This is an optimization exercise on Yosys and OpenROAD, whose aim is small area, not a production implementation.
Only simulation tests tie the RTL to the original design; equivalence was not proved.
Power and IR drop assume default switching activity. The clock port is modelled as an ideal driver; clocking choices that lean on that would not hold on a real chip.

09-15:
// packet_data
module packet_data #(
    parameter data_width = 8,
    parameter depth = 64
)(
    input wire clk,
    input wire rst,
    input wire [data_width-1:0] s_axis_data,
    input wire s_axis_valid,
    output reg s_axis_ready,
    input wire s_axis_last,
    input wire [data_width + data_width-1 :0] packet_config,
    output reg [data_width-1 : 0] m_axis_data,
    output reg m_axis_valid,
    input wire m_axis_ready,
    output reg m_axis_last,
    output  full,
    output  empty
);
    reg [7:0] mem_1 [0:63];
    reg [7:0] mem_2 [0:62];
    reg       mem_3 [0:63];
    reg [6:0] wr_ptr;    
    reg [5:0] wr_ptr2;   
    reg [7:0] rd_ptr;
    reg [6:0] hwm1;      
    reg [5:0] hwm2;      
    assign full  = wr_ptr[6];
    assign empty = (wr_ptr == 7'd0);
    wire [7:0] k   = packet_config[15:8];
    wire [7:0] len = packet_config[7:0];
    always @(posedge clk) begin
        if (rst) s_axis_ready <= 1'b0;
        else     s_axis_ready <= 1'b1;
    end
    wire wr   = s_axis_valid & s_axis_ready & ~full;
    wire [8:0] dlk = {1'b0, len} - {1'b0, k};
    wire tail = !dlk[8] && (dlk != 9'd0) && ({2'b0, wr_ptr} >= dlk);
    wire wr2  = wr & tail;
    always @(posedge clk) begin
        if (wr) begin
            mem_1[wr_ptr[5:0]] <= s_axis_data;
            mem_3[wr_ptr[5:0]] <= s_axis_last;
        end
        if (wr2)
            mem_2[wr_ptr2] <= s_axis_data;
    end
    always @(posedge clk or posedge rst) begin
        if (rst) begin
            wr_ptr  <= 7'd0;
            wr_ptr2 <= 6'd0;
  ...
For scale: roughly 1100 flip-flops, roughly 42 I/O pins.
clock: 6.5 ns
lec_check: 0
cap_margin: 20
core_margin: 2
core_utilization: 45
place_density: 0.6
slew_margin: 20
standard.sh (not shown) runs the stock make flow with config.mk's settings and CLKGATE_MAP_FILE= SYNTH_SCRIPT=/design/flow/synth_recipe.tcl, a recipe that flattens the netlist after the stock synthesis.
==> flow/flow/run.sh <==
#!/bin/bash
# The standard layout (standard.sh) with these changes:
#  - synthesis: the same script, but its abc step maps with an area-oriented
#    ABC script (flow/area.abc); see flow/my_synth.tcl. Registers are mapped
#    before abc, so they keep the standard synthesis's names and cell types.
#  - CTS: no dummy balancing loads, leaf clusters sized for clkbuf_16.
#  - port buffers: sky130_fd_sc_hd__buf_1.
# make's output goes to flow.log; each ORFS step logs under orfs/logs/.
set -euo pipefail
HERE=$(pwd)
export MY_ABC_SCRIPT=$HERE/flow/area.abc
export FLOW_SYNTH_TCL=$HERE/synth_recipe.tcl
export CTS_ARGS="-sink_clustering_enable -repair_clock_nets -dont_use_dummy_load -buf_list sky130_fd_sc_hd__clkbuf_16 -sink_clustering_size 22 -sink_clustering_max_diameter 110"
export BUFFER_PORTS_ARGS="-buffer_cell sky130_fd_sc_hd__buf_1"
sed "s#SYNTH_SCRIPT=[^ ]*#SYNTH_SCRIPT=$HERE/flow/my_synth.tcl#" standard.sh > my_standard.sh
bash my_standard.sh > flow.log 2>&1
==> flow/flow/area.abc <==
strash
&get -n
&st
&dc2
&dch
&nf -R 1000
&put
topo
==> flow/flow/my_synth.tcl <==
# The standard flow's synthesis (synth_recipe.tcl) with one change: the technology mapping
# step (abc) runs an area-oriented ABC script instead of ORFS's speed script.
# Everything before abc, including dfflibmap, is unchanged, so the registers
# keep the standard synthesis's names and cell types.
proc abc {args} {
  set i [lsearch -exact $args -script]
  if { $i >= 0 } {
    lset args [expr { $i + 1 }] $::env(MY_ABC_SCRIPT)
  }
  # drop the delay target: the script maps for area
  set j [lsearch -exact $args -D]
  if { $j >= 0 } {
    set args [lreplace $args $j [expr { $j + 1 }]]
  }
  yosys abc {*}$args
}
source $::env(FLOW_SYNTH_TCL)
Looking at the reports, 09-15 completed the entire flow and the layout it produced met the timing, design-rule and antenna checks.
diff inputs: 09-15 => 03-03
diff --git a/flow/flow/run.sh b/flow/flow/run.sh
--- a/flow/flow/run.sh
+++ b/flow/flow/run.sh
@@ -13 +13 @@
-export CTS_ARGS="-sink_clustering_enable -repair_clock_nets -dont_use_dummy_load -buf_list sky130_fd_sc_hd__clkbuf_16 -sink_clustering_size 22 -sink_clustering_max_diameter 110"
+export CTS_ARGS="-sink_clustering_enable -repair_clock_nets -dont_use_dummy_load -buf_list sky130_fd_sc_hd__clkbuf_16 -sink_clustering_size 34 -sink_clustering_max_diameter 90"
diff --git a/flow/config.mk b/flow/config.mk
--- a/flow/config.mk
+++ b/flow/config.mk
@@ -10,2 +10,2 @@
-export CORE_UTILIZATION = 45
-export PLACE_DENSITY = 0.6
+export CORE_UTILIZATION = 60
+export PLACE_DENSITY = 0.72
==> comparison <==
The share of final layout cell area taken by clock buffers and inverters number comes out lower for 03-03 vs 09-15. Between 03-03 and 09-15, it is 03-03 whose total number of tap cells is lower, by 26%. The final-layout non-clock buffer area share was comparable across 03-03 and 09-15. Cell count after placement: 03-03 vs 09-15 down 310. Number of signal-net buffers in the layout on 03-03 is down relative to 09-15. Re slew at the pin with the worst max-slew slack: 03-03 and 09-15 aren't equal, and the lower value belongs to 03-03. Design area (03-03 vs. 09-15) decreases slightly. Of 03-03 and 09-15, the lower proportion of power drawn by combinational gates belongs to 09-15.

afterwards: timing with drivers on the ports:
In the flow no input, the clock included, has a driving cell. The finished layouts below were timed again as built, in two steps.
Step 1: set_driving_cell puts a clkbuf_16 on clk and a buf_2 on each other input, an assumption about the parent block.
Step 2 adds t to the input delays and takes it off the output delays; t is the mean of the earliest and latest rising clock arrival at the registers after step 1. Input paths then give back, and output paths get back, about the clock's delay inside the block.
a / b / c = ideal / step 1 / step 2; a / b = the first two.
run	shift t [ns]	slack for setup (ns)	worst setup path after step 2	cell pins on the clock port's net
09-15	0.696	1.285 / 1.285 / 0.741	input to register	1
03-03	0.678	0.960 / 0.960 / 0.483	input to register	1
After both steps every run listed still meets setup and hold. For 09-15, which loses most, drivers alone change the setup slack by 0.000 ns; drivers and shift together by -0.544 ns.
